This design comes from an exercise in tuning for small area, a short achievable clock period and few clock cycles on the open sky130 flow, not from production work.
At most, simulation tests tie the RTL to the original design; equivalence was not proved.

==> trial 62 <==
Design sdiv_op, start of the top module:
module sdiv_op #(parameter INPUTS = 2,
		parameter OUTPUTS = 1,
		parameter DATA_IN_SIZE = 32,
		parameter DATA_OUT_SIZE = 32)
		(
		input clk,
		input rst,
		input [INPUTS * (DATA_IN_SIZE)- 1 : 0]data_in_bus,
		input [INPUTS - 1 : 0]valid_in_bus,
		output [INPUTS - 1 : 0] ready_in_bus,
		output [OUTPUTS * (DATA_OUT_SIZE) - 1 : 0]data_out_bus,
		output [OUTPUTS - 1 : 0]valid_out_bus,
		input [OUTPUTS - 1 : 0] ready_out_bus
);
==> flow/config.mk <==
export PLATFORM = sky130hd
export DESIGN_NAME = sdiv_op
export DESIGN_NICKNAME = sdiv_op
export VERILOG_FILES = /design/flow/design.v
export SDC_FILE = /design/flow/constraint.sdc
export NUM_CORES = 4
export LEC_CHECK = 0
export CAP_MARGIN = 20
export CORE_MARGIN = 2
export CORE_UTILIZATION = 45
export PLACE_DENSITY = 0.6
export SETUP_SLACK_MARGIN = 2.4
export SLEW_MARGIN = 20
export SYNTH_HIERARCHICAL = 1
==> flow/constraint.sdc <==
create_clock -name core_clock -period 5.0 [get_ports {clk}]
set_input_delay 1.0000 -clock core_clock [delete_from_list [all_inputs] [get_ports {clk}]]
set_output_delay 1.0000 -clock core_clock [all_outputs]
set_load 0.01 [all_outputs]
standard.sh (not shown) runs the stock make flow with config.mk's settings and CLKGATE_MAP_FILE= SYNTH_SCRIPT=/design/flow/synth_recipe.tcl, a recipe that flattens the netlist after the stock synthesis.
==> flow/flow/run.sh <==
#!/bin/bash
# The standard layout, with two changes to how it is made:
#  - small plain buffers on the ports instead of the delay cells buffer_ports
#    picks by default (every port still gets a buffer);
#  - the resizer may swap a cell for one with a different footprint
#    (MATCH_CELL_FOOTPRINT=0), so timing repair can upsize weak cells.
set -euo pipefail
export BUFFER_PORTS_ARGS="-buffer_cell sky130_fd_sc_hd__buf_2"
bash standard.sh MATCH_CELL_FOOTPRINT=0 finish > standard.log 2>&1
==> build 84 (differences from trial 62) <==
--- a/flow/design.v
+++ b/flow/design.v
@@ -20,38 +20,53 @@
 	reg        ov;        
 	reg [31:0] r;         
 	reg [31:0] d;         
 	reg [31:0] q;         
 	reg [4:0]  cnt;       
-	reg [4:0]  shr;       
+	reg        xtra;      
+	reg [4:0]  ma;        
+	reg        pa;        
+	reg [4:0]  mb;        
 	reg        zq;        
+	reg [4:0]  shr;       
+	reg        spr;       
 	reg        sa, sb;    
 	reg        cin_f;     
 	reg        sb_f;      
 	wire [1:0] rdy2 = {2{rdy}} & ~got;    
 	assign ready_in_bus = rin;
 	wire [1:0] fire = valid_in_bus & rdy2;
 	wire [1:0] got_n = got | fire;
 	wire qfree = ~ov | ready_out_bus[0];
+	wire pre = (state == S_PRE);
+	wire shf = (state == S_SHF);
+	wire div = (state == S_DIV);
 	wire sq = sa ^ sb;
 	wire [31:0] ain = data_in_bus[31:0];
 	wire [31:0] bin = data_in_bus[63:32];
 	wire [31:0] aabs;
 	sdiv_abs u_abs (.a(ain), .y(aabs));
+	wire [31:0] aone = ain ^ {32{ain[31]}};
+	wire [31:0] bone = bin ^ {32{bin[31]}};
+	wire [4:0] ma_in, mb_in;
+	sdiv_msb u_ma (.x(aone), .m(ma_in));
+	sdiv_msb u_mb (.x(bone), .m(mb_in));
+	wire pa_in = ain[31] & ~|(~ain[31:1] & ain[30:0]);
 	wire [31:0] diff;
-	wire qb;
-	sdiv_sub u_sub (.r(r), .d(d), .cin(cin_f), .diff(diff), .ge(qb));
+	wire qb, rsel;
+	wire ren = (div | (pre & sq & qfree)) & ~rdy2[0];
+	sdiv_sub u_sub (.r(r), .d(d), .cin(cin_f), .en(ren), .diff(diff), .ge(qb), .ge_en(rsel));
+	wire [4:0] sh;
+	wire sp;
+	sdiv_shamt u_sh (.ma(ma), .mb(mb), .pa(pa), .sh(sh), .sp(sp));
 	wire take = rdy & (&got_n);
+	wire [31:0] r_nx;
+	sdiv_rnext u_rn (.ld(rdy2[0]), .ldv(aabs), .sel(rsel), .diff(diff), .r(r), .y(r_nx));
 	wire [31:0] dsh, d_nx;
-	sdiv_dnext u_dn (.ld(rdy2[1]), .ldv(bin ^ {32{bin[31]}}), .shf(state == S_SHF), .dsh(dsh),
-		.div(state == S_DIV), .d(d), .y(d_nx));
-	sdiv_shl u_shl (.x(d), .fill(sb_f), .s(shr), .y(dsh));
-	wire [4:0] mr, md, sh;
-	wire sh_ge;
-	sdiv_msb u_mr (.x(r), .m(mr));
-	sdiv_msb u_md (.x(d), .m(md));
-	sdiv_sub5 u_sh (.r(mr), .d(md), .cin(1'b1), .diff(sh), .ge(sh_ge));
+	sdiv_shl u_shl (.x(d), .fill(sb_f), .s0(spr), .s(shr), .y(dsh));
+	sdiv_dnext u_dn (.ld(rdy2[1]), .ldv(bone), .shf(shf), .dsh(dsh),
+		.div(div), .d(d), .y(d_nx));
 	assign valid_out_bus = ov;
 	assign data_out_bus = q;
 	reg [1:0] state_n;
 	reg       rdy_n, ov_n;
 	reg [1:0] got_nx;
@@ -60,39 +75,39 @@
 		rdy_n = rdy;
 		ov_n = ov & ~ready_out_bus[0];
 		got_nx = got;
 		if (rdy) got_nx = take ? 2'b00 : got_n;
 		case (state)
-			S_ACC: begin
-				if (zq) ov_n = 1'b1;
-				if (take) begin
-					state_n = S_PRE;
-					rdy_n = 1'b0;
-				end
-			end
 			S_PRE: if (qfree) begin
 				if (~qb) begin
 					state_n = S_ACC;
 					rdy_n = 1'b1;
 				end else
 					state_n = S_SHF;
 			end
 			S_SHF: begin
 				state_n = S_DIV;
-				rdy_n = (shr == 5'd0);
+				rdy_n = (shr == 5'd0) & ~spr;
 			end
-			default: begin
-				rdy_n = (cnt == 5'd1);
-				if (cnt == 5'd0) begin
+			S_DIV: begin
+				rdy_n = xtra ? (cnt == 5'd0) : (cnt == 5'd1);
+				if (cnt == 5'd0 && !xtra) begin
 					ov_n = 1'b1;
 					if (take) state_n = S_PRE;
 					else begin
 						state_n = S_ACC;
 						rdy_n = 1'b1;
 					end
 				end
 			end
+			default: begin
+				if (zq) ov_n = 1'b1;
+				if (take) begin
+					state_n = S_PRE;
+					rdy_n = 1'b0;
+				end
+			end
 		endcase
 	end
 	always @(posedge clk, posedge rst)
 		if (rst) begin
 			state <= S_ACC;
@@ -101,58 +116,63 @@
 			rin <= 2'b11;
 			got <= 2'b00;
 			ov <= 1'b0;
 		end else begin
 			state <= state_n;
-			zq <= (state == S_PRE) & qfree & ~qb;
+			zq <= pre & qfree & ~qb;
 			rdy <= rdy_n;
 			rin <= {2{rdy_n}} & ~got_nx;
 			got <= got_nx;
 			ov <= ov_n;
 		end
 	always @(posedge clk) begin
 		case (state)
-			S_ACC: if (zq) q <= 32'd0;
-			S_PRE: if (qfree) begin
-				q <= {32{sq}};
-				if (sq) r <= diff;
+			S_PRE: if (qfree) q <= {32{sq}};
+			S_SHF: begin
+				cnt <= shr;
+				xtra <= spr;
 			end
 			S_DIV: begin
-				if (qb) r <= diff;
 				q <= {q[30:0], qb ^ sq};
-				cnt <= cnt - 5'd1;
+				if (cnt == 5'd0) xtra <= 1'b0;
+				else cnt <= cnt - 5'd1;
 			end
-			default: ;
+			default: if (zq) q <= 32'd0;
 		endcase
+		r <= r_nx;
+		d <= d_nx;
+		shr <= sh;
+		spr <= sp;
 		if (rdy2[0]) begin
-			r <= aabs;
 			sa <= ain[31];
+			ma <= ma_in;
+			pa <= pa_in;
 		end
-		d <= d_nx;
-		shr <= sh;
-		if (state == S_SHF) cnt <= shr;
 		if (rdy2[1]) begin
 			sb <= bin[31];
 			sb_f <= bin[31];
 			cin_f <= ~bin[31];
+			mb <= mb_in;
 		end
 	end
 endmodule
 module sdiv_sub (
 	input  [31:0] r,
 	input  [31:0] d,
 	input         cin,
+	input         en,
 	output [31:0] diff,
-	output        ge
+	output        ge,
+	output        ge_en
 );
 	wire [31:0] g0, p0;
 	wire [31:0] g1, p1;
 	wire [31:0] g2, p2;
 	wire [31:0] g3, p3;
 	wire [31:0] g4, p4;
 	wire [31:0] g5, p5;
-	wire [31:0] t = r ^ ~d;
+	wire [31:0] t;
 	sdiv_pg0c u0_0 (.a(r[0]), .b(d[0]), .c(cin), .gn(g0[0]), .pn(p0[0]));
 	sdiv_pg0 u0_1 (.a(r[1]), .b(d[1]), .gn(g0[1]), .pn(p0[1]));
 	sdiv_pg0 u0_2 (.a(r[2]), .b(d[2]), .gn(g0[2]), .pn(p0[2]));
 	sdiv_pg0 u0_3 (.a(r[3]), .b(d[3]), .gn(g0[3]), .pn(p0[3]));
 	sdiv_pg0 u0_4 (.a(r[4]), .b(d[4]), .gn(g0[4]), .pn(p0[4]));
@@ -181,10 +201,42 @@
 	sdiv_pg0 u0_27 (.a(r[27]), .b(d[27]), .gn(g0[27]), .pn(p0[27]));
 	sdiv_pg0 u0_28 (.a(r[28]), .b(d[28]), .gn(g0[28]), .pn(p0[28]));
 	sdiv_pg0 u0_29 (.a(r[29]), .b(d[29]), .gn(g0[29]), .pn(p0[29]));
 	sdiv_pg0 u0_30 (.a(r[30]), .b(d[30]), .gn(g0[30]), .pn(p0[30]));
 	sdiv_pg0 u0_31 (.a(r[31]), .b(d[31]), .gn(g0[31]), .pn(p0[31]));
+	sdiv_xnor ut_0 (.a(r[0]), .b(d[0]), .y(t[0]));
+	sdiv_xnor ut_1 (.a(r[1]), .b(d[1]), .y(t[1]));
+	sdiv_xnor ut_2 (.a(r[2]), .b(d[2]), .y(t[2]));
+	sdiv_xnor ut_3 (.a(r[3]), .b(d[3]), .y(t[3]));
+	sdiv_xnor ut_4 (.a(r[4]), .b(d[4]), .y(t[4]));
+	sdiv_xnor ut_5 (.a(r[5]), .b(d[5]), .y(t[5]));
+	sdiv_xnor ut_6 (.a(r[6]), .b(d[6]), .y(t[6]));
+	sdiv_xnor ut_7 (.a(r[7]), .b(d[7]), .y(t[7]));
+	sdiv_xnor ut_8 (.a(r[8]), .b(d[8]), .y(t[8]));
+	sdiv_xnor ut_9 (.a(r[9]), .b(d[9]), .y(t[9]));
+	sdiv_xnor ut_10 (.a(r[10]), .b(d[10]), .y(t[10]));
+	sdiv_xnor ut_11 (.a(r[11]), .b(d[11]), .y(t[11]));
+	sdiv_xnor ut_12 (.a(r[12]), .b(d[12]), .y(t[12]));
+	sdiv_xnor ut_13 (.a(r[13]), .b(d[13]), .y(t[13]));
+	sdiv_xnor ut_14 (.a(r[14]), .b(d[14]), .y(t[14]));
+	sdiv_xnor ut_15 (.a(r[15]), .b(d[15]), .y(t[15]));
+	sdiv_xnor ut_16 (.a(r[16]), .b(d[16]), .y(t[16]));
+	sdiv_xnor ut_17 (.a(r[17]), .b(d[17]), .y(t[17]));
+	sdiv_xnor ut_18 (.a(r[18]), .b(d[18]), .y(t[18]));
+	sdiv_xnor ut_19 (.a(r[19]), .b(d[19]), .y(t[19]));
+	sdiv_xnor ut_20 (.a(r[20]), .b(d[20]), .y(t[20]));
+	sdiv_xnor ut_21 (.a(r[21]), .b(d[21]), .y(t[21]));
+	sdiv_xnor ut_22 (.a(r[22]), .b(d[22]), .y(t[22]));
+	sdiv_xnor ut_23 (.a(r[23]), .b(d[23]), .y(t[23]));
+	sdiv_xnor ut_24 (.a(r[24]), .b(d[24]), .y(t[24]));
+	sdiv_xnor ut_25 (.a(r[25]), .b(d[25]), .y(t[25]));
+	sdiv_xnor ut_26 (.a(r[26]), .b(d[26]), .y(t[26]));
+	sdiv_xnor ut_27 (.a(r[27]), .b(d[27]), .y(t[27]));
+	sdiv_xnor ut_28 (.a(r[28]), .b(d[28]), .y(t[28]));
+	sdiv_xnor ut_29 (.a(r[29]), .b(d[29]), .y(t[29]));
+	sdiv_xnor ut_30 (.a(r[30]), .b(d[30]), .y(t[30]));
+	sdiv_xnor ut_31 (.a(r[31]), .b(d[31]), .y(t[31]));
 	sdiv_inv2 u1_0 (.g(g0[0]), .p(p0[0]), .go(g1[0]), .po(p1[0]));
 	sdiv_oai u1_1 (.gh(g0[1]), .ph(p0[1]), .gl(g0[0]), .pl(p0[0]), .go(g1[1]), .po(p1[1]));
 	sdiv_oai u1_2 (.gh(g0[2]), .ph(p0[2]), .gl(g0[1]), .pl(p0[1]), .go(g1[2]), .po(p1[2]));
 	sdiv_oai u1_3 (.gh(g0[3]), .ph(p0[3]), .gl(g0[2]), .pl(p0[2]), .go(g1[3]), .po(p1[3]));
 	sdiv_oai u1_4 (.gh(g0[4]), .ph(p0[4]), .gl(g0[3]), .pl(p0[3]), .go(g1[4]), .po(p1[4]));
@@ -344,55 +396,26 @@
 	sdiv_oai u5_30 (.gh(g4[30]), .ph(p4[30]), .gl(g4[14]), .pl(p4[14]), .go(g5[30]), .po(p5[30]));
 	sdiv_oai u5_31 (.gh(g4[31]), .ph(p4[31]), .gl(g4[15]), .pl(p4[15]), .go(g5[31]), .po(p5[31]));
 	wire [32:0] c = {g5, cin};
 	assign diff = t ^ c[31:0];
 	assign ge = c[32];
-endmodule
-module sdiv_sub5 (
-	input  [4:0] r,
-	input  [4:0] d,
-	input         cin,
-	output [4:0] diff,
-	output        ge
-);
-	wire [4:0] g0, p0;
-	wire [4:0] g1, p1;
-	wire [4:0] g2, p2;
-	wire [4:0] g3, p3;
-	wire [4:0] t = r ^ ~d;
-	sdiv_pg0c u0_0 (.a(r[0]), .b(d[0]), .c(cin), .gn(g0[0]), .pn(p0[0]));
-	sdiv_pg0 u0_1 (.a(r[1]), .b(d[1]), .gn(g0[1]), .pn(p0[1]));
-	sdiv_pg0 u0_2 (.a(r[2]), .b(d[2]), .gn(g0[2]), .pn(p0[2]));
-	sdiv_pg0 u0_3 (.a(r[3]), .b(d[3]), .gn(g0[3]), .pn(p0[3]));
-	sdiv_pg0 u0_4 (.a(r[4]), .b(d[4]), .gn(g0[4]), .pn(p0[4]));
-	sdiv_inv2 u1_0 (.g(g0[0]), .p(p0[0]), .go(g1[0]), .po(p1[0]));
-	sdiv_oai u1_1 (.gh(g0[1]), .ph(p0[1]), .gl(g0[0]), .pl(p0[0]), .go(g1[1]), .po(p1[1]));
-	sdiv_oai u1_2 (.gh(g0[2]), .ph(p0[2]), .gl(g0[1]), .pl(p0[1]), .go(g1[2]), .po(p1[2]));
-	sdiv_oai u1_3 (.gh(g0[3]), .ph(p0[3]), .gl(g0[2]), .pl(p0[2]), .go(g1[3]), .po(p1[3]));
-	sdiv_oai u1_4 (.gh(g0[4]), .ph(p0[4]), .gl(g0[3]), .pl(p0[3]), .go(g1[4]), .po(p1[4]));
-	sdiv_inv2 u2_0 (.g(g1[0]), .p(p1[0]), .go(g2[0]), .po(p2[0]));
-	sdiv_inv2 u2_1 (.g(g1[1]), .p(p1[1]), .go(g2[1]), .po(p2[1]));
-	sdiv_aoi u2_2 (.gh(g1[2]), .ph(p1[2]), .gl(g1[0]), .pl(p1[0]), .go(g2[2]), .po(p2[2]));
-	sdiv_aoi u2_3 (.gh(g1[3]), .ph(p1[3]), .gl(g1[1]), .pl(p1[1]), .go(g2[3]), .po(p2[3]));
-	sdiv_aoi u2_4 (.gh(g1[4]), .ph(p1[4]), .gl(g1[2]), .pl(p1[2]), .go(g2[4]), .po(p2[4]));
-	sdiv_inv2 u3_0 (.g(g2[0]), .p(p2[0]), .go(g3[0]), .po(p3[0]));
-	sdiv_inv2 u3_1 (.g(g2[1]), .p(p2[1]), .go(g3[1]), .po(p3[1]));
-	sdiv_inv2 u3_2 (.g(g2[2]), .p(p2[2]), .go(g3[2]), .po(p3[2]));
-	sdiv_inv2 u3_3 (.g(g2[3]), .p(p2[3]), .go(g3[3]), .po(p3[3]));
-	sdiv_oai u3_4 (.gh(g2[4]), .ph(p2[4]), .gl(g2[0]), .pl(p2[0]), .go(g3[4]), .po(p3[4]));
-	wire [5:0] c = {g3, cin};
-	assign diff = t ^ c[4:0];
-	assign ge = c[5];
+	sdiv_oai_en ue (.gh(g4[31]), .ph(p4[31]), .gl(g4[15]), .en(en), .y(ge_en));
 endmodule
 module sdiv_pg0c (input a, input b, input c, output gn, output pn);
 	assign gn = ~((a & ~b) | ((a | ~b) & c));
 	assign pn = ~(a | ~b);
 endmodule
 module sdiv_pg0 (input a, input b, output gn, output pn);
 	assign gn = ~(a & ~b);
 	assign pn = ~(a | ~b);
 endmodule
+module sdiv_xnor (input a, input b, output y);
+	assign y = a ^ ~b;
+endmodule
+module sdiv_oai_en (input gh, input ph, input gl, input en, output y);
+	assign y = ~(gh & (ph | gl)) & en;
+endmodule
 module sdiv_oai (input gh, input ph, input gl, input pl, output go, output po);
 	assign go = ~(gh & (ph | gl));
 	assign po = ~(ph | pl);
 endmodule
 module sdiv_aoi (input gh, input ph, input gl, input pl, output go, output po);
@@ -586,18 +609,20 @@
 	assign y = ~a;
 endmodule
 module sdiv_shl (
 	input  [31:0] x,
 	input         fill,
+	input         s0,
 	input  [4:0]  s,
 	output [31:0] y
 );
 	wire [31:0] y0 = s[0] ? {x[30:0],  {1{fill}}}  : x;
 	wire [31:0] y1 = s[1] ? {y0[29:0], {2{fill}}}  : y0;
 	wire [31:0] y2 = s[2] ? {y1[27:0], {4{fill}}}  : y1;
 	wire [31:0] y3 = s[3] ? {y2[23:0], {8{fill}}}  : y2;
-	assign y       = s[4] ? {y3[15:0], {16{fill}}} : y3;
+	wire [31:0] y4 = s[4] ? {y3[15:0], {16{fill}}} : y3;
+	assign y       = s0   ? {y4[30:0], {1{fill}}}  : y4;
 endmodule
 module sdiv_msb (
 input  [31:0] x,
 output reg [4:0] m
 );
@@ -633,8 +658,30 @@
 	input  [31:0] dsh,
 	input         div,
 	input  [31:0] d,
 	output [31:0] y
 );
-	wire [31:0] base = div ? {1'b0, d[31:1]} : d;
-	assign y = ld ? ldv : (shf ? dsh : base);
+	wire [31:0] base = ld ? ldv : (div ? {1'b0, d[31:1]} : d);
+	assign y = shf ? dsh : base;
+endmodule
+module sdiv_rnext (
+	input         ld,
+	input  [31:0] ldv,
+	input         sel,
+	input  [31:0] diff,
+	input  [31:0] r,
+	output [31:0] y
+);
+	wire [31:0] base = ld ? ldv : r;
+	assign y = sel ? diff : base;
+endmodule
+module sdiv_shamt (
+	input  [4:0] ma,
+	input  [4:0] mb,
+	input        pa,
+	output [4:0] sh,
+	output       sp
+);
+	wire [5:0] df = {1'b0, ma} - {1'b0, mb};
+	assign sh = df[5] ? 5'd0 : df[4:0];
+	assign sp = pa & ~df[5];
 endmodule
==> flow/run.sh (new file) <==
#!/bin/bash
# synth_recipe.tcl (not shown) runs the flow's synth.tcl, then flattens the netlist and writes it again
# the make line also repeats each setting of config.mk as NAME=value (left out here)
make -C /OpenROAD-flow-scripts/flow DESIGN_CONFIG=/design/flow/config.mk WORK_HOME=/design/flow/orfs CLKGATE_MAP_FILE= SYNTH_SCRIPT=/design/flow/synth_recipe.tcl finish
removed: flow/flow/run.sh
removed: flow/standard.sh
==> trial 13 (differences from trial 62) <==
==> flow/run.sh (new file) <==
#!/bin/bash
# synth_recipe.tcl (not shown) runs the flow's synth.tcl, then flattens the netlist and writes it again
# the make line also repeats each setting of config.mk as NAME=value (left out here)
make -C /OpenROAD-flow-scripts/flow DESIGN_CONFIG=/design/flow/config.mk WORK_HOME=/design/flow/orfs CLKGATE_MAP_FILE= SYNTH_SCRIPT=/design/flow/synth_recipe.tcl finish
--- a/flow/config.mk
+++ b/flow/config.mk
@@ -7,8 +7,8 @@
 export LEC_CHECK = 0
 export CAP_MARGIN = 20
 export CORE_MARGIN = 2
 export CORE_UTILIZATION = 45
 export PLACE_DENSITY = 0.6
-export SETUP_SLACK_MARGIN = 2.4
+export SETUP_SLACK_MARGIN = 2.7
 export SLEW_MARGIN = 20
 export SYNTH_HIERARCHICAL = 1
removed: flow/flow/run.sh
removed: flow/standard.sh
==> results.py <==
metrics = {
    "critical_path": {
        "reg2regPathDepth": 9,
        "r2r-start": "r[12]$_DFFE_PP_",
        "crit_end": "shr[4]$_DFF_P_",
    },
    "floorplanning": {
        "initial_utilization_pct": 45.36,
    },
    "cells_and_area": {
        "final_cell_mix": "nand2_1 (183), nor2_1 (163), buf_2 (103), inv_1 (92), o21ai_2 (77)",
        "final_area_um2": 14760,
        "seq_area_um2": 3168,
    },
    "placed_design": {
        "placed_cell_area_um2": 13750,
        "hpwl_um": 29050,
    },
    "grt": {
        "grt_pass1_vias": 10690,
    },
    "detailed_routing": {
        "routed_wirelength_um": 38630,
    },
    "run_status": {
        "outcome": "timing/DRC/antenna clean",
    },
    "yosys": {
        "synth.avg_cell_area_um2": 9.108,
    },
}
the above is filed under trial 62

==> results.py <==
metrics = {
    "cells_and_area": {
        "final_cell_mix": "nand2_1 (168), nor2_1 (106), buf_4 (97), inv_1 (85), o21ai_2 (75)",
        "seq_area_um2": 3232,
        "final_cell_count_no_fill": 1994,
        "final_area_um2": 16500,
    },
    "grt": {
        "grt_pass1_vias": 11230,
    },
    "critical_path": {
        "cp.arrival_ns": 2.61,
        "reg2regPathDepth": 11,
        "r2r-start": "r[9]$_DFFE_PP_",
    },
    "run_status": {
        "outcome": "timing/DRC/antenna clean",
    },
    "placed_design": {
        "hpwl_um": 28320,
    },
    "floorplanning": {
        "initial_utilization_pct": 45.36,
    },
    "detailed_routing": {
        "routed_wirelength_um": 40610,
    },
}
the above is filed under trial 13

==> results.py <==
metrics = {
    "cells_and_area": {
        "final_area_um2": 16730,
        "multiInputGateArea_um2": 10620,
        "final_cell_mix": "nand2_1 (239), nor2_1 (184), inv_1 (103), mux2i_1 (102), xor2_1 (86)",
        "seq_area_um2": 3224,
    },
    "clocking": {
        "clk_path_buf_depth": 2,
    },
    "critical_path": {
        "r2r-start": "shr[1]$_DFF_P_",
        "reg2regPathDepth": 8,
        "crit_end": "r[5]$_DFF_P_",
    },
    "grt": {
        "grt_pass1_vias": 12410,
    },
    "floorplanning": {
        "initial_utilization_pct": 45.69,
    },
    "yosys": {
        "synth.avg_cell_area_um2": 8.330,
    },
    "placed_design": {
        "placed_cell_area_um2": 15680,
    },
    "run_status": {
        "outcome": "timing/DRC/antenna clean",
    },
}
the above is filed under build 84

Testbench counts of trial 62, summed over its fixed seeds: cycles 16,327.
Testbench counts of trial 13, summed over its fixed seeds: cycles 16,327.
Function not checked in build 84: the RTL went through the layout flow alone.

==> re-timing with driven ports <==
No port has a modelled driver above. Below, the same layouts with a new extraction and two added sets of constraints.
Step 1 assumes that a clkbuf_16 drives the clock port and a buf_2 every other input.
Step 2, shift: input delay + t, output delay - t, t = (earliest + latest rising clock arrival at the registers) / 2. This alone moves slack from input paths to output paths.
Slacks: ideal ports / drivers / drivers and shift; pairs: ideal ports / drivers.
run | t, ns | setup WS [ns] | latest minus earliest clock arrival (ns) | worst register clock-pin slew, ns | worst data-port slew with drivers (ns)
trial 62 | 0.473 | 2.482 / 2.482 / 2.310 | 0.017 / 0.017 | 0.07 / 0.07 | 0.03
build 84 | 0.481 | 2.443 / 2.463 / 1.987 | 0.016 / 0.016 | 0.08 / 0.08 | 0.05
trial 13 | 0.481 | 2.533 / 2.533 / 2.162 | 0.014 / 0.015 | 0.07 / 0.07 | 0.04
After both steps every run listed still meets setup and hold. The setup slack of build 84, which loses most, moves by +0.020 ns with the drivers and by -0.456 ns with both steps.
